This is an optimization exercise on Yosys and OpenROAD, whose aim is small area, a short achievable clock period and few clock cycles per item, not a production implementation. The RTL was checked by simulation tests, not by an equivalence proof against the original design. Power is estimated from default activity; no workload was simulated.

### design/flow/config.mk
export PLATFORM = sky130hd
export DESIGN_NAME = shift_add_multiplier
export DESIGN_NICKNAME = shift_add_multiplier
export VERILOG_FILES = /design/flow/design.v
export SDC_FILE = /design/flow/constraint.sdc
export NUM_CORES = 4
export LEC_CHECK = 0
export CAP_MARGIN = 0
export CORE_MARGIN = 2
export CORE_UTILIZATION = 40
export CTS_BUF_LIST = sky130_fd_sc_hd__clkbuf_8
export GPL_TIMING_DRIVEN = 0
export SETUP_SLACK_MARGIN = 2.3
export SLEW_MARGIN = 0
export SYNTH_HIERARCHICAL = 1
### design/flow/standard.sh
#!/bin/bash
# synth_recipe.tcl (not shown) runs the flow's synth.tcl, then flattens the netlist and writes it again
# the make line also repeats each setting of config.mk as NAME=value (left out here)
make -C /OpenROAD-flow-scripts/flow DESIGN_CONFIG=/design/flow/config.mk WORK_HOME=/design/flow/orfs CLKGATE_MAP_FILE= SYNTH_SCRIPT=/design/flow/synth_recipe.tcl "${@:-finish}"
### design/flow/design.v
`default_nettype none `timescale 1ns / 1ns
module shift_add_multiplier #(
    parameter integer WIDTH = 16
) (
    input wire clk,
    input wire reset_n,
    input wire tvalid_slave_1,
    input signed [WIDTH-1:0] tdata_slave_1,
    output wire tready_slave_1,
    input wire tvalid_slave_2,
    input signed [WIDTH-1:0] tdata_slave_2,
    output wire tready_slave_2,
    output reg tvalid_master,
    output reg signed [WIDTH-1:0] tdata_master,
    input wire tready_master
);
  reg held_1;
  reg held_2;
  reg [WIDTH-1:0] factor_a;
  reg [7:0] b_neg;
  reg [7:0] b_one;
  reg [7:0] b_two;
  wire [16:0] b_in = {tdata_slave_2, 1'b0};
  wire [7:0] b_in_neg, b_in_one, b_in_two;
  genvar gk;
  generate
    for (gk = 0; gk < 8; gk = gk + 1) begin : g_enc
      assign b_in_neg[gk] = b_in[2*gk+2];
      assign b_in_one[gk] = b_in[2*gk+1] ^ b_in[2*gk];
      assign b_in_two[gk] = (b_in[2*gk+2] & ~b_in[2*gk+1] & ~b_in[2*gk]) | (~b_in[2*gk+2] & b_in[2*gk+1] & b_in[2*gk]);
    end
  endgenerate
  wire [WIDTH-1:0] product;
  reg mid_valid_1;
  reg pipe_s174;
  reg pipe_s177;
  reg pipe_s176;
  reg pipe_s178;
  reg pipe_s181;
  reg pipe_s180;
  reg pipe_s161;
  reg pipe_s192;
  reg pipe_s193;
  reg pipe_s167;
  reg pipe_s194;
  reg pipe_s195;
  reg pipe_s171;
  reg pipe_s196;
  reg pipe_s197;
  reg pipe_s198;
  reg pipe_s175;
  reg pipe_s199;
  reg pipe_s179;
  reg pipe_s200;
  reg pipe_s183;
  reg pipe_s215;
  reg pipe_s214;
  reg pipe_s216;
  reg pipe_g239;
  reg pipe_p240;
  reg pipe_G260;
  reg pipe_g241;
  reg pipe_p242;
  reg pipe_x306;
  reg pipe_pp1;
  reg pipe_p230;
  reg pipe_r282;
  reg pipe_r283;
  reg pipe_r284;
  reg pipe_r285;
  wire room_1 = ~mid_valid_1 | ~tvalid_master;
  wire room_2 = ~tvalid_master;
  wire advance_1 = held_1 & held_2 & (room_1 | tready_master);
  wire advance_2 = mid_valid_1 & (room_2 | tready_master);
  wire input_transaction_1 = tvalid_slave_1 & tready_slave_1;
  wire input_transaction_2 = tvalid_slave_2 & tready_slave_2;
  sam_rdy u_rdy_1 (.held(held_1), .other(held_2), .room(room_1), .tready_master(tready_master), .tready(tready_slave_1));
  sam_rdy u_rdy_2 (.held(held_2), .other(held_1), .room(room_1), .tready_master(tready_master), .tready(tready_slave_2));
  always @(posedge clk) begin
    if (input_transaction_1) factor_a <= tdata_slave_1;
    if (input_transaction_2) begin
      b_neg <= b_in_neg;
      b_one <= b_in_one;
      b_two <= b_in_two;
    end
    if (advance_1) begin
      pipe_s174 <= s174;
      pipe_s177 <= s177;
      pipe_s176 <= s176;
      pipe_s178 <= s178;
      pipe_s181 <= s181;
      pipe_s180 <= s180;
      pipe_s161 <= s161;
      pipe_s192 <= s192;
      pipe_s193 <= s193;
      pipe_s167 <= s167;
      pipe_s194 <= s194;
      pipe_s195 <= s195;
      pipe_s171 <= s171;
      pipe_s196 <= s196;
      pipe_s197 <= s197;
      pipe_s198 <= s198;
      pipe_s175 <= s175;
      pipe_s199 <= s199;
      pipe_s179 <= s179;
      pipe_s200 <= s200;
      pipe_s183 <= s183;
      pipe_s215 <= s215;
      pipe_s214 <= s214;
      pipe_s216 <= s216;
      pipe_g239 <= g239;
      pipe_p240 <= p240;
      pipe_G260 <= G260;
      pipe_g241 <= g241;
      pipe_p242 <= p242;
      pipe_x306 <= x306;
      pipe_pp1 <= pp1;
      pipe_p230 <= p230;
      pipe_r282 <= r282;
      pipe_r283 <= r283;
      pipe_r284 <= r284;
      pipe_r285 <= r285;
    end
    if (advance_2) tdata_master <= product;
    if (!reset_n) begin
      held_1 <= 1'b0;
      held_2 <= 1'b0;
      mid_valid_1 <= 1'b0;
      tvalid_master <= 1'b0;
    end else begin
      held_1 <= input_transaction_1 | (held_1 & ~advance_1);
      held_2 <= input_transaction_2 | (held_2 & ~advance_1);
      mid_valid_1 <= advance_1 | (mid_valid_1 & ~advance_2);
      tvalid_master <= advance_2 | (tvalid_master & ~tready_master);
    end
  end
  wire [15:0] a = factor_a;
  wire pp1 = b_one[0] & a[0];
  wire pc2 = b_neg[0] & ~pp1;
  wire m3;
  sam_ao22 u_m3 (.x1(a[1]), .x2(a[0]), .one(b_one[0]), .two(b_two[0]), .m(m3));
  wire pp4;
  sam_x2 u_pp4 (.a(m3), .b(b_neg[0]), .y(pp4));
  wire m5;
  sam_ao22 u_m5 (.x1(a[2]), .x2(a[1]), .one(b_one[0]), .two(b_two[0]), .m(m5));
  wire pp6;
  sam_x2 u_pp6 (.a(m5), .b(b_neg[0]), .y(pp6));
  wire m7;
  sam_ao22 u_m7 (.x1(a[3]), .x2(a[2]), .one(b_one[0]), .two(b_two[0]), .m(m7));
  wire pp8;
  sam_x2 u_pp8 (.a(m7), .b(b_neg[0]), .y(pp8));
  wire m9;
  sam_ao22 u_m9 (.x1(a[4]), .x2(a[3]), .one(b_one[0]), .two(b_two[0]), .m(m9));
  wire pp10;
  sam_x2 u_pp10 (.a(m9), .b(b_neg[0]), .y(pp10));
  wire m11;
  sam_ao22 u_m11 (.x1(a[5]), .x2(a[4]), .one(b_one[0]), .two(b_two[0]), .m(m11));
  wire pp12;
  sam_x2 u_pp12 (.a(m11), .b(b_neg[0]), .y(pp12));
  wire m13;
  sam_ao22 u_m13 (.x1(a[6]), .x2(a[5]), .one(b_one[0]), .two(b_two[0]), .m(m13));
  wire pp14;
  sam_x2 u_pp14 (.a(m13), .b(b_neg[0]), .y(pp14));
  wire m15;
  sam_ao22 u_m15 (.x1(a[7]), .x2(a[6]), .one(b_one[0]), .two(b_two[0]), .m(m15));
  wire pp16;
  sam_x2 u_pp16 (.a(m15), .b(b_neg[0]), .y(pp16));
  wire m17;
  sam_ao22 u_m17 (.x1(a[8]), .x2(a[7]), .one(b_one[0]), .two(b_two[0]), .m(m17));
  wire pp18;
  sam_x2 u_pp18 (.a(m17), .b(b_neg[0]), .y(pp18));
  wire m19;
  sam_ao22 u_m19 (.x1(a[9]), .x2(a[8]), .one(b_one[0]), .two(b_two[0]), .m(m19));
  wire pp20;
  sam_x2 u_pp20 (.a(m19), .b(b_neg[0]), .y(pp20));
  wire m21;
  sam_ao22 u_m21 (.x1(a[10]), .x2(a[9]), .one(b_one[0]), .two(b_two[0]), .m(m21));
  wire pp22;
  sam_x2 u_pp22 (.a(m21), .b(b_neg[0]), .y(pp22));
  wire m23;
  sam_ao22 u_m23 (.x1(a[11]), .x2(a[10]), .one(b_one[0]), .two(b_two[0]), .m(m23));
  wire pp24;
  sam_x2 u_pp24 (.a(m23), .b(b_neg[0]), .y(pp24));
  wire m25;
  sam_ao22 u_m25 (.x1(a[12]), .x2(a[11]), .one(b_one[0]), .two(b_two[0]), .m(m25));
  wire pp26;
  sam_x2 u_pp26 (.a(m25), .b(b_neg[0]), .y(pp26));
  wire m27;
  sam_ao22 u_m27 (.x1(a[13]), .x2(a[12]), .one(b_one[0]), .two(b_two[0]), .m(m27));
  wire pp28;
  sam_x2 u_pp28 (.a(m27), .b(b_neg[0]), .y(pp28));
  wire m29;
  sam_ao22 u_m29 (.x1(a[14]), .x2(a[13]), .one(b_one[0]), .two(b_two[0]), .m(m29));
  wire pp30;
  sam_x2 u_pp30 (.a(m29), .b(b_neg[0]), .y(pp30));
  wire m31;
  sam_ao22 u_m31 (.x1(a[15]), .x2(a[14]), .one(b_one[0]), .two(b_two[0]), .m(m31));
  wire pp32;
  sam_x2 u_pp32 (.a(m31), .b(b_neg[0]), .y(pp32));
  wire pp33 = b_one[1] & a[0];
  wire pc34 = b_neg[1] & ~pp33;
  wire m35;
  sam_ao22 u_m35 (.x1(a[1]), .x2(a[0]), .one(b_one[1]), .two(b_two[1]), .m(m35));
  wire pp36;
  sam_x2 u_pp36 (.a(m35), .b(b_neg[1]), .y(pp36));
  wire m37;
  sam_ao22 u_m37 (.x1(a[2]), .x2(a[1]), .one(b_one[1]), .two(b_two[1]), .m(m37));
  wire pp38;
  sam_x2 u_pp38 (.a(m37), .b(b_neg[1]), .y(pp38));
  wire m39;
  sam_ao22 u_m39 (.x1(a[3]), .x2(a[2]), .one(b_one[1]), .two(b_two[1]), .m(m39));
  wire pp40;
  sam_x2 u_pp40 (.a(m39), .b(b_neg[1]), .y(pp40));
  wire m41;
  sam_ao22 u_m41 (.x1(a[4]), .x2(a[3]), .one(b_one[1]), .two(b_two[1]), .m(m41));
  wire pp42;
  sam_x2 u_pp42 (.a(m41), .b(b_neg[1]), .y(pp42));
  wire m43;
  sam_ao22 u_m43 (.x1(a[5]), .x2(a[4]), .one(b_one[1]), .two(b_two[1]), .m(m43));
  wire pp44;
  sam_x2 u_pp44 (.a(m43), .b(b_neg[1]), .y(pp44));
  wire m45;
  sam_ao22 u_m45 (.x1(a[6]), .x2(a[5]), .one(b_one[1]), .two(b_two[1]), .m(m45));
  wire pp46;
  sam_x2 u_pp46 (.a(m45), .b(b_neg[1]), .y(pp46));
  wire m47;
  sam_ao22 u_m47 (.x1(a[7]), .x2(a[6]), .one(b_one[1]), .two(b_two[1]), .m(m47));
  wire pp48;
  sam_x2 u_pp48 (.a(m47), .b(b_neg[1]), .y(pp48));
  wire m49;
  sam_ao22 u_m49 (.x1(a[8]), .x2(a[7]), .one(b_one[1]), .two(b_two[1]), .m(m49));
  wire pp50;
  sam_x2 u_pp50 (.a(m49), .b(b_neg[1]), .y(pp50));
  wire m51;
  sam_ao22 u_m51 (.x1(a[9]), .x2(a[8]), .one(b_one[1]), .two(b_two[1]), .m(m51));
  wire pp52;
  sam_x2 u_pp52 (.a(m51), .b(b_neg[1]), .y(pp52));
  wire m53;
  sam_ao22 u_m53 (.x1(a[10]), .x2(a[9]), .one(b_one[1]), .two(b_two[1]), .m(m53));
  wire pp54;
  sam_x2 u_pp54 (.a(m53), .b(b_neg[1]), .y(pp54));
  wire m55;
  sam_ao22 u_m55 (.x1(a[11]), .x2(a[10]), .one(b_one[1]), .two(b_two[1]), .m(m55));
  wire pp56;
  sam_x2 u_pp56 (.a(m55), .b(b_neg[1]), .y(pp56));
  wire m57;
  sam_ao22 u_m57 (.x1(a[12]), .x2(a[11]), .one(b_one[1]), .two(b_two[1]), .m(m57));
  wire pp58;
  sam_x2 u_pp58 (.a(m57), .b(b_neg[1]), .y(pp58));
  wire m59;
  sam_ao22 u_m59 (.x1(a[13]), .x2(a[12]), .one(b_one[1]), .two(b_two[1]), .m(m59));
  wire pp60;
  sam_x2 u_pp60 (.a(m59), .b(b_neg[1]), .y(pp60));
  wire pp61 = b_one[2] & a[0];
  wire pc62 = b_neg[2] & ~pp61;
  wire m63;
  sam_ao22 u_m63 (.x1(a[1]), .x2(a[0]), .one(b_one[2]), .two(b_two[2]), .m(m63));
  wire pp64;
  sam_x2 u_pp64 (.a(m63), .b(b_neg[2]), .y(pp64));
  wire m65;
  sam_ao22 u_m65 (.x1(a[2]), .x2(a[1]), .one(b_one[2]), .two(b_two[2]), .m(m65));
  wire pp66;
  sam_x2 u_pp66 (.a(m65), .b(b_neg[2]), .y(pp66));
  wire m67;
  sam_ao22 u_m67 (.x1(a[3]), .x2(a[2]), .one(b_one[2]), .two(b_two[2]), .m(m67));
  wire pp68;
  sam_x2 u_pp68 (.a(m67), .b(b_neg[2]), .y(pp68));
  wire m69;
  sam_ao22 u_m69 (.x1(a[4]), .x2(a[3]), .one(b_one[2]), .two(b_two[2]), .m(m69));
  wire pp70;
  sam_x2 u_pp70 (.a(m69), .b(b_neg[2]), .y(pp70));
  wire m71;
  sam_ao22 u_m71 (.x1(a[5]), .x2(a[4]), .one(b_one[2]), .two(b_two[2]), .m(m71));
  wire pp72;
  sam_x2 u_pp72 (.a(m71), .b(b_neg[2]), .y(pp72));
  wire m73;
  sam_ao22 u_m73 (.x1(a[6]), .x2(a[5]), .one(b_one[2]), .two(b_two[2]), .m(m73));
  wire pp74;
  sam_x2 u_pp74 (.a(m73), .b(b_neg[2]), .y(pp74));
  wire m75;
  sam_ao22 u_m75 (.x1(a[7]), .x2(a[6]), .one(b_one[2]), .two(b_two[2]), .m(m75));
  wire pp76;
  sam_x2 u_pp76 (.a(m75), .b(b_neg[2]), .y(pp76));
  wire m77;
  sam_ao22 u_m77 (.x1(a[8]), .x2(a[7]), .one(b_one[2]), .two(b_two[2]), .m(m77));
  wire pp78;
  sam_x2 u_pp78 (.a(m77), .b(b_neg[2]), .y(pp78));
  wire m79;
  sam_ao22 u_m79 (.x1(a[9]), .x2(a[8]), .one(b_one[2]), .two(b_two[2]), .m(m79));
  wire pp80;
  sam_x2 u_pp80 (.a(m79), .b(b_neg[2]), .y(pp80));
  wire m81;
  sam_ao22 u_m81 (.x1(a[10]), .x2(a[9]), .one(b_one[2]), .two(b_two[2]), .m(m81));
  wire pp82;
  sam_x2 u_pp82 (.a(m81), .b(b_neg[2]), .y(pp82));
  wire m83;
  sam_ao22 u_m83 (.x1(a[11]), .x2(a[10]), .one(b_one[2]), .two(b_two[2]), .m(m83));
  wire pp84;
  sam_x2 u_pp84 (.a(m83), .b(b_neg[2]), .y(pp84));
  wire pp85 = b_one[3] & a[0];
  wire pc86 = b_neg[3] & ~pp85;
  wire m87;
  sam_ao22 u_m87 (.x1(a[1]), .x2(a[0]), .one(b_one[3]), .two(b_two[3]), .m(m87));
  wire pp88;
  sam_x2 u_pp88 (.a(m87), .b(b_neg[3]), .y(pp88));
  wire m89;
  sam_ao22 u_m89 (.x1(a[2]), .x2(a[1]), .one(b_one[3]), .two(b_two[3]), .m(m89));
  wire pp90;
  sam_x2 u_pp90 (.a(m89), .b(b_neg[3]), .y(pp90));
  wire m91;
  sam_ao22 u_m91 (.x1(a[3]), .x2(a[2]), .one(b_one[3]), .two(b_two[3]), .m(m91));
  wire pp92;
  sam_x2 u_pp92 (.a(m91), .b(b_neg[3]), .y(pp92));
  wire m93;
  sam_ao22 u_m93 (.x1(a[4]), .x2(a[3]), .one(b_one[3]), .two(b_two[3]), .m(m93));
  wire pp94;
  sam_x2 u_pp94 (.a(m93), .b(b_neg[3]), .y(pp94));
  wire m95;
  sam_ao22 u_m95 (.x1(a[5]), .x2(a[4]), .one(b_one[3]), .two(b_two[3]), .m(m95));
  wire pp96;
  sam_x2 u_pp96 (.a(m95), .b(b_neg[3]), .y(pp96));
  wire m97;
  sam_ao22 u_m97 (.x1(a[6]), .x2(a[5]), .one(b_one[3]), .two(b_two[3]), .m(m97));
  wire pp98;
  sam_x2 u_pp98 (.a(m97), .b(b_neg[3]), .y(pp98));
  wire m99;
  sam_ao22 u_m99 (.x1(a[7]), .x2(a[6]), .one(b_one[3]), .two(b_two[3]), .m(m99));
  wire pp100;
  sam_x2 u_pp100 (.a(m99), .b(b_neg[3]), .y(pp100));
  wire m101;
  sam_ao22 u_m101 (.x1(a[8]), .x2(a[7]), .one(b_one[3]), .two(b_two[3]), .m(m101));
  wire pp102;
  sam_x2 u_pp102 (.a(m101), .b(b_neg[3]), .y(pp102));
  wire m103;
  sam_ao22 u_m103 (.x1(a[9]), .x2(a[8]), .one(b_one[3]), .two(b_two[3]), .m(m103));
  wire pp104;
  sam_x2 u_pp104 (.a(m103), .b(b_neg[3]), .y(pp104));
  wire pp105 = b_one[4] & a[0];
  wire pc106 = b_neg[4] & ~pp105;
  wire m107;
  sam_ao22 u_m107 (.x1(a[1]), .x2(a[0]), .one(b_one[4]), .two(b_two[4]), .m(m107));
  wire pp108;
  sam_x2 u_pp108 (.a(m107), .b(b_neg[4]), .y(pp108));
  wire m109;
  sam_ao22 u_m109 (.x1(a[2]), .x2(a[1]), .one(b_one[4]), .two(b_two[4]), .m(m109));
  wire pp110;
  sam_x2 u_pp110 (.a(m109), .b(b_neg[4]), .y(pp110));
  wire m111;
  sam_ao22 u_m111 (.x1(a[3]), .x2(a[2]), .one(b_one[4]), .two(b_two[4]), .m(m111));
  wire pp112;
  sam_x2 u_pp112 (.a(m111), .b(b_neg[4]), .y(pp112));
  wire m113;
  sam_ao22 u_m113 (.x1(a[4]), .x2(a[3]), .one(b_one[4]), .two(b_two[4]), .m(m113));
  wire pp114;
  sam_x2 u_pp114 (.a(m113), .b(b_neg[4]), .y(pp114));
  wire m115;
  sam_ao22 u_m115 (.x1(a[5]), .x2(a[4]), .one(b_one[4]), .two(b_two[4]), .m(m115));
  wire pp116;
  sam_x2 u_pp116 (.a(m115), .b(b_neg[4]), .y(pp116));
  wire m117;
  sam_ao22 u_m117 (.x1(a[6]), .x2(a[5]), .one(b_one[4]), .two(b_two[4]), .m(m117));
  wire pp118;
  sam_x2 u_pp118 (.a(m117), .b(b_neg[4]), .y(pp118));
  wire m119;
  sam_ao22 u_m119 (.x1(a[7]), .x2(a[6]), .one(b_one[4]), .two(b_two[4]), .m(m119));
  wire pp120;
  sam_x2 u_pp120 (.a(m119), .b(b_neg[4]), .y(pp120));
  wire pp121 = b_one[5] & a[0];
  wire pc122 = b_neg[5] & ~pp121;
  wire m123;
  sam_ao22 u_m123 (.x1(a[1]), .x2(a[0]), .one(b_one[5]), .two(b_two[5]), .m(m123));
  wire pp124;
  sam_x2 u_pp124 (.a(m123), .b(b_neg[5]), .y(pp124));
  wire m125;
  sam_ao22 u_m125 (.x1(a[2]), .x2(a[1]), .one(b_one[5]), .two(b_two[5]), .m(m125));
  wire pp126;
  sam_x2 u_pp126 (.a(m125), .b(b_neg[5]), .y(pp126));
  wire m127;
  sam_ao22 u_m127 (.x1(a[3]), .x2(a[2]), .one(b_one[5]), .two(b_two[5]), .m(m127));
  wire pp128;
  sam_x2 u_pp128 (.a(m127), .b(b_neg[5]), .y(pp128));
  wire m129;
  sam_ao22 u_m129 (.x1(a[4]), .x2(a[3]), .one(b_one[5]), .two(b_two[5]), .m(m129));
  wire pp130;
  sam_x2 u_pp130 (.a(m129), .b(b_neg[5]), .y(pp130));
  wire m131;
  sam_ao22 u_m131 (.x1(a[5]), .x2(a[4]), .one(b_one[5]), .two(b_two[5]), .m(m131));
  wire pp132;
  sam_x2 u_pp132 (.a(m131), .b(b_neg[5]), .y(pp132));
  wire pp133 = b_one[6] & a[0];
  wire pc134 = b_neg[6] & ~pp133;
  wire m135;
  sam_ao22 u_m135 (.x1(a[1]), .x2(a[0]), .one(b_one[6]), .two(b_two[6]), .m(m135));
  wire pp136;
  sam_x2 u_pp136 (.a(m135), .b(b_neg[6]), .y(pp136));
  wire m137;
  sam_ao22 u_m137 (.x1(a[2]), .x2(a[1]), .one(b_one[6]), .two(b_two[6]), .m(m137));
  wire pp138;
  sam_x2 u_pp138 (.a(m137), .b(b_neg[6]), .y(pp138));
  wire m139;
  sam_ao22 u_m139 (.x1(a[3]), .x2(a[2]), .one(b_one[6]), .two(b_two[6]), .m(m139));
  wire pp140;
  sam_x2 u_pp140 (.a(m139), .b(b_neg[6]), .y(pp140));
  wire pp141 = b_one[7] & a[0];
  wire pc142 = b_neg[7] & ~pp141;
  wire m143;
  sam_ao22 u_m143 (.x1(a[1]), .x2(a[0]), .one(b_one[7]), .two(b_two[7]), .m(m143));
  wire pp144;
  sam_x2 u_pp144 (.a(m143), .b(b_neg[7]), .y(pp144));
  wire s145, s146;
  sam_ha u_s145 (.a(pc122), .b(pp24), .s(s145), .co(s146));
  wire s147, s148;
  sam_fa u_s147 (.a(pp133), .b(pp26), .c(pp54), .s(s147), .co(s148));
  wire s149, s150;
  sam_fa u_s149 (.a(pc134), .b(pp28), .c(pp56), .s(s149), .co(s150));
  wire s151, s152;
  sam_ha u_s151 (.a(pp80), .b(pp100), .s(s151), .co(s152));
  wire s153, s154;
  sam_fa u_s153 (.a(pp141), .b(pp30), .c(pp58), .s(s153), .co(s154));
  wire s155, s156;
  sam_fa u_s155 (.a(pp82), .b(pp102), .c(pp118), .s(s155), .co(s156));
  wire s157, s158;
  sam_ha u_s157 (.a(pc86), .b(pp16), .s(s157), .co(s158));
  wire s159, s160;
  sam_fa u_s159 (.a(pp105), .b(pp18), .c(pp46), .s(s159), .co(s160));
  wire s161, s162;
  sam_fa u_s161 (.a(pc106), .b(pp20), .c(pp48), .s(s161), .co(s162));
  wire s163, s164;
  sam_ha u_s163 (.a(pp72), .b(pp92), .s(s163), .co(s164));
  wire s165, s166;
  sam_fa u_s165 (.a(pp121), .b(pp22), .c(pp50), .s(s165), .co(s166));
  wire s167, s168;
  sam_fa u_s167 (.a(pp74), .b(pp94), .c(pp110), .s(s167), .co(s168));
  wire s169, s170;
  sam_fa u_s169 (.a(pp52), .b(pp76), .c(pp96), .s(s169), .co(s170));
  wire s171, s172;
  sam_fa u_s171 (.a(pp112), .b(pp124), .c(s145), .s(s171), .co(s172));
  wire s173, s174;
  sam_fa u_s173 (.a(pp78), .b(pp98), .c(pp114), .s(s173), .co(s174));
  wire s175, s176;
  sam_fa u_s175 (.a(pp126), .b(s146), .c(s147), .s(s175), .co(s176));
  wire s177, s178;
  sam_fa u_s177 (.a(pp116), .b(pp128), .c(pp136), .s(s177), .co(s178));
  wire s179, s180;
  sam_fa u_s179 (.a(s151), .b(s148), .c(s149), .s(s179), .co(s180));
  wire s181, s182;
  sam_fa u_s181 (.a(pp130), .b(pp138), .c(s152), .s(s181), .co(s182));
  wire s183, s184;
  sam_fa u_s183 (.a(s150), .b(s153), .c(s155), .s(s183), .co(s184));
  wire s185, s186;
  sam_ha u_s185 (.a(pc62), .b(pp12), .s(s185), .co(s186));
  wire s187, s188;
  sam_fa u_s187 (.a(pp85), .b(pp14), .c(pp42), .s(s187), .co(s188));
  wire s189, s190;
  sam_fa u_s189 (.a(pp44), .b(pp68), .c(pp88), .s(s189), .co(s190));
  wire s191, s192;
  sam_fa u_s191 (.a(pp70), .b(pp90), .c(s158), .s(s191), .co(s192));
  wire s193, s194;
  sam_fa u_s193 (.a(pp108), .b(s163), .c(s160), .s(s193), .co(s194));
  wire s195, s196;
  sam_fa u_s195 (.a(s164), .b(s162), .c(s165), .s(s195), .co(s196));
  wire s197, s198;
  sam_fa u_s197 (.a(s166), .b(s168), .c(s169), .s(s197), .co(s198));
  wire s199, s200;
  sam_fa u_s199 (.a(s170), .b(s173), .c(s172), .s(s199), .co(s200));
  wire s201, s202;
  sam_fa u_s201 (.a(pipe_s174), .b(pipe_s177), .c(pipe_s176), .s(s201), .co(s202));
  wire s203, s204;
  sam_fa u_s203 (.a(pipe_s178), .b(pipe_s181), .c(pipe_s180), .s(s203), .co(s204));
  wire s205, s206;
  sam_ha u_s205 (.a(pc34), .b(pp8), .s(s205), .co(s206));
  wire s207, s208;
  sam_fa u_s207 (.a(pp61), .b(pp10), .c(pp38), .s(s207), .co(s208));
  wire s209, s210;
  sam_fa u_s209 (.a(pp40), .b(pp64), .c(s185), .s(s209), .co(s210));
  wire s211, s212;
  sam_fa u_s211 (.a(pp66), .b(s186), .c(s187), .s(s211), .co(s212));
  wire s213, s214;
  sam_fa u_s213 (.a(s157), .b(s188), .c(s189), .s(s213), .co(s214));
  wire s215, s216;
  sam_fa u_s215 (.a(s190), .b(s159), .c(s191), .s(s215), .co(s216));
  wire s217, s218;
  sam_fa u_s217 (.a(pipe_s161), .b(pipe_s192), .c(pipe_s193), .s(s217), .co(s218));
  wire s219, s220;
  sam_fa u_s219 (.a(pipe_s167), .b(pipe_s194), .c(pipe_s195), .s(s219), .co(s220));
  wire s221, s222;
  sam_fa u_s221 (.a(pipe_s171), .b(pipe_s196), .c(pipe_s197), .s(s221), .co(s222));
  wire s223, s224;
  sam_fa u_s223 (.a(pipe_s198), .b(pipe_s175), .c(pipe_s199), .s(s223), .co(s224));
  wire s225, s226;
  sam_fa u_s225 (.a(pipe_s179), .b(pipe_s200), .c(s201), .s(s225), .co(s226));
  wire s227, s228;
  sam_fa u_s227 (.a(pipe_s183), .b(s202), .c(s203), .s(s227), .co(s228));
  wire g229 = pc2 & pp4;
  wire p230 = pc2 ^ pp4;
  wire g231 = pp33 & pp6;
  wire p232 = pp33 ^ pp6;
  wire g233 = pp36 & s205;
  wire p234 = pp36 ^ s205;
  wire g235 = s207 & s206;
  wire p236 = s207 ^ s206;
  wire g237 = s209 & s208;
  wire p238 = s209 ^ s208;
  wire g239 = s211 & s210;
  wire p240 = s211 ^ s210;
  wire g241 = s213 & s212;
  wire p242 = s213 ^ s212;
  wire g243 = pipe_s215 & pipe_s214;
  wire p244 = pipe_s215 ^ pipe_s214;
  wire g245 = s217 & pipe_s216;
  wire p246 = s217 ^ pipe_s216;
  wire g247 = s219 & s218;
  wire p248 = s219 ^ s218;
  wire g249 = s221 & s220;
  wire p250 = s221 ^ s220;
  wire g251 = s223 & s222;
  wire p252 = s223 ^ s222;
  wire g253 = s225 & s224;
  wire p254 = s225 ^ s224;
  wire g255 = s227 & s226;
  wire p256 = s227 ^ s226;
  wire G257 = g231 | (p232 & g229);
  wire G258 = g233 | (p234 & G257);
  wire G259 = g235 | (p236 & G258);
  wire G260 = g237 | (p238 & G259);
  wire G261 = pipe_g239 | (pipe_p240 & pipe_G260);
  wire G262 = g243 | (p244 & pipe_g241);
  wire P263 = p244 & pipe_p242;
  wire G264 = g247 | (p248 & g245);
  wire P265 = p248 & p246;
  wire G266 = g251 | (p252 & g249);
  wire P267 = p252 & p250;
  wire G268 = g255 | (p256 & g253);
  wire P269 = p256 & p254;
  wire G270 = pipe_g241 | (pipe_p242 & G261);
  wire G271 = G262 | (P263 & G261);
  wire G272 = g249 | (p250 & G264);
  wire P273 = p250 & P265;
  wire G274 = G266 | (P267 & G264);
  wire P275 = P267 & P265;
  wire G276 = g245 | (p246 & G271);
  wire G277 = G264 | (P265 & G271);
  wire G278 = G272 | (P273 & G271);
  wire G279 = G274 | (P275 & G271);
  wire G280 = g253 | (p254 & G279);
  wire G281 = G268 | (P269 & G279);
  wire r282 = p232 ^ g229;
  wire r283 = p234 ^ G257;
  wire r284 = p236 ^ G258;
  wire r285 = p238 ^ G259;
  wire r286 = pipe_p240 ^ pipe_G260;
  wire r287 = pipe_p242 ^ G261;
  wire r288 = p244 ^ G270;
  wire r289 = p246 ^ G271;
  wire r290 = p248 ^ G276;
  wire r291 = p250 ^ G277;
  wire r292 = p252 ^ G278;
  wire r293 = p254 ^ G279;
  wire r294 = p256 ^ G280;
  wire x295;
  sam_x2 u_x295 (.a(pc142), .b(pp104), .y(x295));
  wire x296;
  sam_x2 u_x296 (.a(pp120), .b(pp132), .y(x296));
  wire x297;
  sam_x2 u_x297 (.a(pp140), .b(pp144), .y(x297));
  wire x298;
  sam_x2 u_x298 (.a(pp32), .b(pp60), .y(x298));
  wire x299;
  sam_x2 u_x299 (.a(pp84), .b(x295), .y(x299));
  wire x300;
  sam_x2 u_x300 (.a(x296), .b(x297), .y(x300));
  wire x301;
  sam_x2 u_x301 (.a(x298), .b(s154), .y(x301));
  wire x302;
  sam_x2 u_x302 (.a(s156), .b(x299), .y(x302));
  wire x303;
  sam_x2 u_x303 (.a(x300), .b(x301), .y(x303));
  wire x304;
  sam_x2 u_x304 (.a(x302), .b(s182), .y(x304));
  wire x305;
  sam_x2 u_x305 (.a(x303), .b(x304), .y(x305));
  wire x306;
  sam_x2 u_x306 (.a(s184), .b(x305), .y(x306));
  wire x307;
  sam_x2 u_x307 (.a(pipe_x306), .b(s204), .y(x307));
  wire x308;
  sam_x2 u_x308 (.a(x307), .b(s228), .y(x308));
  wire x309;
  sam_x2 u_x309 (.a(x308), .b(G281), .y(x309));
  assign product = {x309, r294, r293, r292, r291, r290, r289, r288, r287, r286, pipe_r285, pipe_r284, pipe_r283, pipe_r282, pipe_p230, pipe_pp1};
endmodule
module sam_rdy (
    input wire held,
    input wire other,
    input wire room,
    input wire tready_master,
    output wire tready
);
  assign tready = ~held | (other & (room | tready_master));
endmodule
module sam_fa (
    input wire a,
    input wire b,
    input wire c,
    output wire s,
    output wire co
);
  assign s  = a ^ b ^ c;
  assign co = (a & b) | (a & c) | (b & c);
endmodule
module sam_ha (
    input wire a,
    input wire b,
    output wire s,
    output wire co
);
  assign s  = a ^ b;
  assign co = a & b;
endmodule
module sam_x2 (
    input wire a,
    input wire b,
    output wire y
);
  assign y = a ^ b;
endmodule
module sam_ao22 (
    input wire x1,
    input wire x2,
    input wire one,
    input wire two,
    output wire m
);
  assign m = (one & x1) | (two & x2);
endmodule
module sam_bsel (
    input wire x1,
    input wire x2,
    input wire one,
    input wire two,
    input wire neg,
    output wire pp
);
  assign pp = ((one & x1) | (two & x2)) ^ neg;
endmodule
### design/flow/constraint.sdc
create_clock -name core_clock -period 5.0 [get_ports {clk}]
set_input_delay 1.0000 -clock core_clock [delete_from_list [all_inputs] [get_ports {clk}]]
set_output_delay 1.0000 -clock core_clock [all_outputs]
set_load 0.01 [all_outputs]
### design/flow/flow/run.sh
#!/bin/bash
# The standard layout (standard.sh), with the port buffers that global
# placement inserts made from the smallest buffer cell instead of the default.
set -euo pipefail
export BUFFER_PORTS_ARGS="-buffer_cell sky130_fd_sc_hd__buf_1"
bash standard.sh > standard.log 2>&1
==> results of run 1 <==
==> critical path: stages, from the launching register on <==
cell and delay, ns:
edfxtp_1 0.47, a22o_1 0.28, xor2_1 0.14, ha_2 0.19, fa_2 0.35, fa_2 0.35, fa_2 0.33, inv_1 0.07
fa_1 0.40, inv_1 0.06
==> power breakdown <==
group          total [mW]  internal (mW)  switching (mW)  leakage (nW)
combinational       0.674          0.316           0.357          1.48
clock               0.537          0.277           0.260         0.103
sequential           1.08           1.01          0.0629         0.894
total                2.29           1.61           0.680          2.48
==> flip-flops by register name, summed over array words and instances (netlist names), 8 cells and up <==
signal	cells
b_neg	8
tdata_master	16
b_two	8
b_one	8
factor_a	16
==> layout make-up <==
class,instances,area [sq um]
clock buffer,9,124
clock inverter,6,85.1
fill,1295,7390
inverter,8,30.0
multi-input combinational,294,2920
sequential,96,2840
tap,180,225
timing repair buffer,74,369
==> per-module statistics from Yosys (local to each module, per instance) <==
module	area, sq um	times used	cells
shift_add_multiplier	3700	1	209
sam_ha	12.5	6	1
sam_ao22	8.76	64	1
sam_x2	8.76	79	1
sam_rdy	8.76	2	2
sam_fa	20.0	36	1
==> layer usage <==
layer / GRT usage [%] / share of wire (%)
met1: 19.7 / 45
met3: 2.43 / 3.8
met2: 25.1 / 48
met4: 8.08 / 2.9
met5: 0 / 0
==> through the flow <==
step / total power, mW / utilization [%] / hold slack [ns] / cell area, sq um
2_1_floorplan: 1.57 / - / 0.400 / 5770
3_3_place_gp: 1.74 / 44.3 / 0.403 / 6200
3_5_place_dp: 1.76 / 44.4 / 0.406 / 6210
4_1_cts: 2.32 / 46.7 / 0.426 / 6540
5_1_grt: 2.46 / 47.1 / 0.439 / 6590
6_report: 2.29 / 47.1 / 0.424 / 6590
==> cells by family (layout without fill, tap and decap cells) <==
kind of cell             count (synthesis)  in the layout  share of synthesized area (%)
flip-flops                              96             96                           49.3
AND/OR/NAND/NOR                         54             54                           5.34
multiplexers                             1              1                          0.174
buffers and inverters                    8             97                          0.521
XOR/XNOR                                90             90                           13.7
AO/OA/AOI/OAI                           89             89                           12.4
adder cells (fa/ha/maj)                 60             60                           18.5
==> what timing repair did <==
action / CTS / global route
resized for setup: 0 / 4
endpoints found under the setup margin: 3 / 6
pin swaps: 0 / 1
buffers inserted: 16 / 1
==> worst paths after layout <==
check	depth (start not counted)	to	from
worst min register to register	0	tdata_master[5]	pipe_r285
worst min-delay path	0	tdata_master[5]	pipe_r285
worst max-delay path	9	pipe_r285	b_one[0]
worst max register to register	9	pipe_r285	b_one[0]
==> synthesized netlist by cell type, types with 2 or more instances <==
master / count / area, sq um
a21boi_0: 2 / 15.0
a22o_1: 64 / 561
fa_1: 42 / 841
ha_1: 18 / 225
xnor2_1: 2 / 17.5
nand2_1: 10 / 37.5
xor2_1: 88 / 771
edfxtp_1: 92 / 2760
nor2_1: 4 / 15.0
a21oi_2: 2 / 17.5
o21ai_1: 3 / 15.0
dfxtp_1: 4 / 80.1
nand3b_1: 7 / 52.6
o21ai_0: 8 / 40.0
inv_1: 8 / 30.0
and2_1: 10 / 62.6
nor3_1: 2 / 10.0
a21oi_1: 5 / 25.0
nand2b_1: 6 / 37.5
o21a_1: 2 / 15.0
nor2b_1: 13 / 81.3
==> metrics.md, run 1 <==
| Metric | Value |
|---|---|
| Initial antenna violation count | 0 |
| Clk root buf | clkbuf_8 |
| Synth warn | 7 |
| Async S/R FF share, synth | 0% |
| Global route overflow | 0 |
| Num Clock Sinks | 96 |
| I/O Pins | 56 |
| CTS H-Tree Depth | 3 |
| Number of diodes | 0 |
| Mapped Cells | 398 |
| Fin. Hold Viols | 0 |
| Final Setup Violations | 0 |
| Register area share after synthesis | 49.3% |
| Number of global-route vias before repair | 3577 |
| Worst-path fanout max | 5 |
| Routed Antenna Nets | 0 |
| Slew Viols, Final | 0 |
| Initial Utilization | 41.2% |
| Worst VDD drop | about 0.14 mV |
| Setup TNS | 0 ns |
| Mapped Area | 5760 sq um |
| Global-route wire length before repair | 17.6 mm |
| Most frequent cells in the layout | edfxtp_1, xor2_1, a22o_1, buf_1, fa_1 |
| CTS Buf Count | 9 |
| Largest net degree at the start of global routing | 37 |
| Gpl congestion | 0.811 |
| Post-Syn Area per Cell | 14.5 sq um |
| Status | complete, no violations |
| Worst hold path class | flop to flop |
| Remaining DRCs | 0 |
| RSZ-0062 raised after global routing | yes |
| Max-Slew Margin vs Limit | 25.1% |
| Kind of critical path | flop to flop |
| Nets | 580 |
| Clock Latency Late Sink | 0.37 ns |
| Finished Layout Cells | around 670 |
| CP Launch Type | flop |
| Pre-CTS setup slack | 1.95 ns |
| Ys flop type | edfxtp_1 |
| Die height | 124 microns |
| Die Area | about 15000 sq um |
| Number of flops mapped to enable cells by yosys | 92 |
| Crit. End Element | flop |
| Routed WL per cell | 16.0 microns |
| CTS Buffer Depth | 2 |
| Die W | ~120 microns |
| Syn nets | about 500 |
| Number of synthesized register bits | 96 |
| Fmax | 0.363 GHz |
| Drt via density | between 5 and 6 |
| FF-to-FF setup slack | 2.24 ns |
| # rows | 43 |
| Final period util | 55.1% |
| Layout cell share with drive strength beyond 1 | 9.03% |
| Power Density | 347 nW/um^2 |
| Clock-pin slew on the worst setup and hold paths | roughly 0.090 ns |
| Clock Skew | 0.00792 ns |
| IO Port Bufs | 55 |
| Syn-to-layout area delta | 14.4% |
| DRT iter0 DRCs | between 150 and 200 |
| Core area | between 10000 and 15000 sq um |
| Measured slew at the worst slew-check pin | 1.12 ns |
| Via Count | 3411 |
| Min Tclk post-route | 2.76 ns |
| Total wire length | 10.7 mm |
| Most common cell after layout, fill and taps aside | edfxtp_1 |
| Critical path required time | 5.25 ns |
| Final Worst Setup Slack | roughly 2.2 ns |
| Synth cell types | 27 |
| Inst Count DP | 634 |
| CTS tree | built |
| Cts hold-fix bufs | 0 |
| Max cap viols | 0 |
| Leakage dissipation | 2.48 nW |
| 1st-pass router iterations | 4 |
| GRT Total Usage | 15.4% |
| Crit path arrival time | ~3.0 ns |
| Dpl hpwl | 7.68 mm |
Testbench counts, summed over its fixed seeds: cycles 1,224, items 1,200.
==> run 2, diff against run 1 <==
--- a/design/flow/design.v
+++ b/design/flow/design.v
@@ -33,13 +33,4 @@
   wire [WIDTH-1:0] product;
   reg mid_valid_1;
-  reg pipe_s174;
-  reg pipe_s177;
-  reg pipe_s176;
-  reg pipe_s178;
-  reg pipe_s181;
-  reg pipe_s180;
-  reg pipe_s161;
-  reg pipe_s192;
-  reg pipe_s193;
   reg pipe_s167;
   reg pipe_s194;
@@ -53,14 +44,18 @@
   reg pipe_s179;
   reg pipe_s200;
+  reg pipe_s201;
   reg pipe_s183;
-  reg pipe_s215;
-  reg pipe_s214;
+  reg pipe_s202;
+  reg pipe_s203;
+  reg pipe_s217;
   reg pipe_s216;
-  reg pipe_g239;
-  reg pipe_p240;
-  reg pipe_G260;
+  reg pipe_s218;
+  reg pipe_g243;
+  reg pipe_p244;
   reg pipe_g241;
   reg pipe_p242;
+  reg pipe_G261;
   reg pipe_x306;
+  reg pipe_s204;
   reg pipe_pp1;
   reg pipe_p230;
@@ -69,4 +64,5 @@
   reg pipe_r284;
   reg pipe_r285;
+  reg pipe_r286;
   wire room_1 = ~mid_valid_1 | ~tvalid_master;
   wire room_2 = ~tvalid_master;
@@ -85,13 +81,4 @@
     end
     if (advance_1) begin
-      pipe_s174 <= s174;
-      pipe_s177 <= s177;
-      pipe_s176 <= s176;
-      pipe_s178 <= s178;
-      pipe_s181 <= s181;
-      pipe_s180 <= s180;
-      pipe_s161 <= s161;
-      pipe_s192 <= s192;
-      pipe_s193 <= s193;
       pipe_s167 <= s167;
       pipe_s194 <= s194;
@@ -105,14 +92,18 @@
       pipe_s179 <= s179;
       pipe_s200 <= s200;
+      pipe_s201 <= s201;
       pipe_s183 <= s183;
-      pipe_s215 <= s215;
-      pipe_s214 <= s214;
+      pipe_s202 <= s202;
+      pipe_s203 <= s203;
+      pipe_s217 <= s217;
       pipe_s216 <= s216;
-      pipe_g239 <= g239;
-      pipe_p240 <= p240;
-      pipe_G260 <= G260;
+      pipe_s218 <= s218;
+      pipe_g243 <= g243;
+      pipe_p244 <= p244;
       pipe_g241 <= g241;
       pipe_p242 <= p242;
+      pipe_G261 <= G261;
       pipe_x306 <= x306;
+      pipe_s204 <= s204;
       pipe_pp1 <= pp1;
       pipe_p230 <= p230;
@@ -121,4 +112,5 @@
       pipe_r284 <= r284;
       pipe_r285 <= r285;
+      pipe_r286 <= r286;
     end
     if (advance_2) tdata_master <= product;
@@ -465,7 +457,7 @@
   sam_fa u_s199 (.a(s170), .b(s173), .c(s172), .s(s199), .co(s200));
   wire s201, s202;
-  sam_fa u_s201 (.a(pipe_s174), .b(pipe_s177), .c(pipe_s176), .s(s201), .co(s202));
+  sam_fa u_s201 (.a(s174), .b(s177), .c(s176), .s(s201), .co(s202));
   wire s203, s204;
-  sam_fa u_s203 (.a(pipe_s178), .b(pipe_s181), .c(pipe_s180), .s(s203), .co(s204));
+  sam_fa u_s203 (.a(s178), .b(s181), .c(s180), .s(s203), .co(s204));
   wire s205, s206;
   sam_ha u_s205 (.a(pc34), .b(pp8), .s(s205), .co(s206));
@@ -481,5 +473,5 @@
   sam_fa u_s215 (.a(s190), .b(s159), .c(s191), .s(s215), .co(s216));
   wire s217, s218;
-  sam_fa u_s217 (.a(pipe_s161), .b(pipe_s192), .c(pipe_s193), .s(s217), .co(s218));
+  sam_fa u_s217 (.a(s161), .b(s192), .c(s193), .s(s217), .co(s218));
   wire s219, s220;
   sam_fa u_s219 (.a(pipe_s167), .b(pipe_s194), .c(pipe_s195), .s(s219), .co(s220));
@@ -489,7 +481,7 @@
   sam_fa u_s223 (.a(pipe_s198), .b(pipe_s175), .c(pipe_s199), .s(s223), .co(s224));
   wire s225, s226;
-  sam_fa u_s225 (.a(pipe_s179), .b(pipe_s200), .c(s201), .s(s225), .co(s226));
+  sam_fa u_s225 (.a(pipe_s179), .b(pipe_s200), .c(pipe_s201), .s(s225), .co(s226));
   wire s227, s228;
-  sam_fa u_s227 (.a(pipe_s183), .b(s202), .c(s203), .s(s227), .co(s228));
+  sam_fa u_s227 (.a(pipe_s183), .b(pipe_s202), .c(pipe_s203), .s(s227), .co(s228));
   wire g229 = pc2 & pp4;
   wire p230 = pc2 ^ pp4;
@@ -506,10 +498,10 @@
   wire g241 = s213 & s212;
   wire p242 = s213 ^ s212;
-  wire g243 = pipe_s215 & pipe_s214;
-  wire p244 = pipe_s215 ^ pipe_s214;
-  wire g245 = s217 & pipe_s216;
-  wire p246 = s217 ^ pipe_s216;
-  wire g247 = s219 & s218;
-  wire p248 = s219 ^ s218;
+  wire g243 = s215 & s214;
+  wire p244 = s215 ^ s214;
+  wire g245 = pipe_s217 & pipe_s216;
+  wire p246 = pipe_s217 ^ pipe_s216;
+  wire g247 = s219 & pipe_s218;
+  wire p248 = s219 ^ pipe_s218;
   wire g249 = s221 & s220;
   wire p250 = s221 ^ s220;
@@ -524,7 +516,7 @@
   wire G259 = g235 | (p236 & G258);
   wire G260 = g237 | (p238 & G259);
-  wire G261 = pipe_g239 | (pipe_p240 & pipe_G260);
-  wire G262 = g243 | (p244 & pipe_g241);
-  wire P263 = p244 & pipe_p242;
+  wire G261 = g239 | (p240 & G260);
+  wire G262 = pipe_g243 | (pipe_p244 & pipe_g241);
+  wire P263 = pipe_p244 & pipe_p242;
   wire G264 = g247 | (p248 & g245);
   wire P265 = p248 & p246;
@@ -533,6 +525,6 @@
   wire G268 = g255 | (p256 & g253);
   wire P269 = p256 & p254;
-  wire G270 = pipe_g241 | (pipe_p242 & G261);
-  wire G271 = G262 | (P263 & G261);
+  wire G270 = pipe_g241 | (pipe_p242 & pipe_G261);
+  wire G271 = G262 | (P263 & pipe_G261);
   wire G272 = g249 | (p250 & G264);
   wire P273 = p250 & P265;
@@ -549,7 +541,7 @@
   wire r284 = p236 ^ G258;
   wire r285 = p238 ^ G259;
-  wire r286 = pipe_p240 ^ pipe_G260;
-  wire r287 = pipe_p242 ^ G261;
-  wire r288 = p244 ^ G270;
+  wire r286 = p240 ^ G260;
+  wire r287 = pipe_p242 ^ pipe_G261;
+  wire r288 = pipe_p244 ^ G270;
   wire r289 = p246 ^ G271;
   wire r290 = p248 ^ G276;
@@ -583,10 +575,10 @@
   sam_x2 u_x306 (.a(s184), .b(x305), .y(x306));
   wire x307;
-  sam_x2 u_x307 (.a(pipe_x306), .b(s204), .y(x307));
+  sam_x2 u_x307 (.a(pipe_x306), .b(pipe_s204), .y(x307));
   wire x308;
   sam_x2 u_x308 (.a(x307), .b(s228), .y(x308));
   wire x309;
   sam_x2 u_x309 (.a(x308), .b(G281), .y(x309));
-  assign product = {x309, r294, r293, r292, r291, r290, r289, r288, r287, r286, pipe_r285, pipe_r284, pipe_r283, pipe_r282, pipe_p230, pipe_pp1};
+  assign product = {x309, r294, r293, r292, r291, r290, r289, r288, r287, pipe_r286, pipe_r285, pipe_r284, pipe_r283, pipe_r282, pipe_p230, pipe_pp1};
 endmodule
 module sam_rdy (
==> metrics.md, run 2 <==
| Metric | Value |
|---|---|
| Status | complete, no violations |
| Die Area | ~15000 sq um |
| Worst-path fanout max | 5 |
| Dpl hpwl | 7.49 mm |
| Setup TNS | 0 ns |
| Number of synthesized register bits | 92 |
| Fin. Hold Viols | 0 |
| Synth warn | 7 |
| Most frequent cells in the layout | edfxtp_1, xor2_1, a22o_1, buf_1, fa_1 |
| Finished Layout Cells | about 660 |
| Final Worst Setup Slack | 1.93 ns |
| CP Depth | 10 |
| Pre-CTS setup slack | 1.66 ns |
| Syn nets | 489 |
| Power Density | 370 nW/um^2 |
| Measured slew at the worst slew-check pin | 1.09 ns |
| Design area | between 6000 and 7000 sq um |
| Nets | between 500 and 600 |
| Worst hold path class | flop to flop |
| Core area | ~14000 sq um |
| Largest regs | factor_a: 16 flops, tdata_master: 16 flops |
| Global route overflow | 0 |
| Min Tclk post-route | 3.07 ns |
| Worst hold path depth | 0 |
| CTS tree | built |
| Clock Latency Late Sink | 0.38 ns |
| Drt via density | 5.08 |
| Final period util | 61.4% |
| IO Port Bufs | 55 |
| CTS H-Tree Depth | 3 |
| Worst reg2reg path endpoint | pipe_r286 |
| # rows | 43 |
| Critical path's top delay family | adder cells |
| Register area share after synthesis | between 40% and 50% |
| Post-synth top area share | 46.7% |
| Largest net degree at the start of global routing | 35 |
| Die height | 123 microns |
| Inst Count DP | 628 |
| Max-Slew Margin vs Limit | between 20 and 30% |
| Post-Syn Area per Cell | 14.4 sq um |
| Top cells by area, synth | edfxtp_1, fa_1, xor2_1 |
| Layout cell share with drive strength beyond 1 | 11.8% |
| Remaining DRCs | 0 |
| CTS Buf Count | 9 |
| Worst VDD drop | 0.180 mV |
| Buffer and inverter count on the worst path | 2 |
| Routed WL per cell | roughly 16 microns |
| 1st-pass router iterations | 4 |
| Fmax | 0.326 GHz |
| Total wire length | 10.4 mm |
| Kind of critical path | flop to flop |
| Clock Skew | 0.00480 ns |
| Crit. End Element | flop |
| Final Setup Violations | 0 |
| Routed Antenna Nets | 0 |
| Commonest cells in the netlist | edfxtp_1, xor2_1, a22o_1 |
| Register-to-Register Path Depth | 10 |
| Crit path arrival time | 3.33 ns |
| Critical path required time | 5.26 ns |
| Synth cell types | 30 |
| Mapped Cells | 393 |
| Number of diodes | 0 |
| Initial antenna violation count | 0 |
| Clock-pin slew on the worst setup and hold paths | 0.09 ns |
| Crit-path slowest cell | edfxtp_1 |
| Mapped Area | 5650 sq um |
| Synth area leader | edfxtp_1 |
| I/O Pins | 56 |
| Async S/R FF share, synth | 0% |
| Max cap viols | 0 |
| Gpl congestion | 0.791 |
| Most used cell, CP | fa_2 |
| DP Area | 6100 sq um |
| Die W | around 120 microns |
| DRT iter0 DRCs | 215 |
| Worst r2r src | b_one[0] |
| Slowest stage delay, CP | 0.49 ns |
| Ys flop type | edfxtp_1 |
| GRT Total Usage | 15.4% |
| Cts hold-fix bufs | 0 |
| Via Count | 3370 |
| Leakage dissipation | 2.45 nW |
| Global-route wire length before repair | 17.4 mm |
| Syn-to-layout area delta | 15.5% |
| CP cell instances | a22o_1 -> xor2_1 -> ha_2 -> fa_2 -> fa_2 -> fa_2 -> fa_2 -> inv_2 -> fa_1 -> inv_1 |
| Hold Path Sink | tdata_master[5] |
| Slew Viols, Final | 0 |
| Num Clock Sinks | 92 |
| CP Launch Type | flop |
| Clk root buf | clkbuf_8 |
| RSZ-0062 raised after global routing | yes |
| Number of flops mapped to enable cells by yosys | 88 |
| FF-to-FF setup slack | 1.93 ns |
| Most common cell after layout, fill and taps aside | edfxtp_1 |
| CTS Buffer Depth | 2 |
| Min-delay src | pipe_r285 |
| Number of global-route vias before repair | 3555 |
| Initial Utilization | between 40 and 50% |
## run 2: worst reg2reg max path, stage by stage, from the launching register on
cell	delay, ns
edfxtp_1	0.49
a22o_1	0.26
xor2_1	0.14
ha_2	0.18
fa_2	0.34
fa_2	0.35
fa_2	0.35
fa_2	0.34
inv_2	0.06
fa_1	0.39
inv_1	0.06
## run 2: layout make-up
cell class / instances / area (sq um)
Clock buffer: 9 / 124
Clock inverter: 7 / 92.6
Fill cell: 1232 / 7300
Inverter: 10 / 37.5
Multi-Input combinational cell: 291 / 2950
Sequential cell: 92 / 2720
Tap cell: 180 / 225
Timing Repair Buffer: 75 / 372
## run 2: timing repair
| item | CTS | global route |
|---|---|---|
| setup endpoints to repair | 9 | 13 |
| pin swaps | 0 | 1 |
| gates resized for setup | 4 | 11 |
| setup buffers | 19 | 1 |
## run 2: metrics by stage
| stage | total power [mW] | utilization, % | hold WS, ns |
|---|---|---|---|
| after floorplan | 1.65 | - | 0.400 |
| after global placement | 1.85 | 44.1 | 0.403 |
| after detailed placement | 1.87 | 44.1 | 0.405 |
| after CTS | 2.43 | 46.8 | 0.426 |
| after global routing | 2.60 | 47.2 | 0.436 |
| final | 2.41 | 47.2 | 0.424 |
## run 2: Yosys stat by module (local to each module, per instance)
module / cells / area (sq um)
sam_fa: 1 / 20.0
sam_x2: 1 / 8.76
sam_rdy: 2 / 8.76
sam_ao22: 1 / 8.76
shift_add_multiplier: 204 / 3590
sam_ha: 1 / 12.5
## run 2: cells by family (layout without fill, tap and decap cells)
logic type | after synthesis | in the layout | synth area share [%]
DFF | 92 | 92 | 48.2
AOI/OAI and AO/OA | 90 | 90 | 13.1
xor gates and xnor gates | 90 | 90 | 13.9
adders and majority gates | 59 | 59 | 18.8
and+or+nand+nor | 52 | 52 | 5.33
buffers and inverters | 10 | 101 | 0.664
## run 2: how the worst max path moves through the flow
stage	start	to
after detailed placement	factor_a[1]	pipe_r286
final	b_one[0]	pipe_r286
after global placement	factor_a[1]	pipe_r286
after floorplan	factor_a[1]	pipe_r286
after CTS	b_one[0]	pipe_r286
after global routing	b_one[0]	pipe_r286
## run 2: layer usage
metal  track usage (%)  vias to the layer above  wire length (microns)
li1                  -                     1625                      -
met1              19.5                     1633                   4600
met2              25.1                       91                   5050
met3              2.60                       21                    458
met4              8.33                        0                    312
met5                 0                        -                      0
## run 2: power by group
group | total, mW | internal [mW] | leakage (nW) | switching (mW)
clock network | 0.538 | 0.279 | 0.107 | 0.259
logic | 0.800 | 0.383 | 1.49 | 0.417
registers | 1.07 | 1.00 | 0.857 | 0.0716
total | 2.41 | 1.66 | 2.45 | 0.748
Testbench counts of run 2, summed over its fixed seeds: cycles 1,224, items 1,200.

## port drivers added, routing unchanged
No port has a modelled driver above. Below, the same layouts with a new extraction and two added sets of constraints. Step 1 sets driving cells, clkbuf_16 on the clock port and buf_2 on the other inputs (assumed; they add their load-dependent delay and slew). Step 2 also shifts input and output timing later by t, the mid clock arrival at the registers, as if the neighbouring blocks saw the same clock. a / b / c = no drivers / after step 1 / after step 2; a / b = the first two.
| run | t, ns | slack for setup (ns) | latest minus earliest clock arrival (ns) | worst register clock-pin slew, ns | pins driven straight from the clock port |
|---|---|---|---|---|---|
| run 1 | 0.398 | 2.243 / 2.243 / 2.243 | 0.009 / 0.008 | 0.09 / 0.09 | 1 |
| run 2 | 0.407 | 1.928 / 1.928 / 1.928 | 0.005 / 0.006 | 0.09 / 0.09 | 1 |
After both steps setup and hold are still met in every run listed.
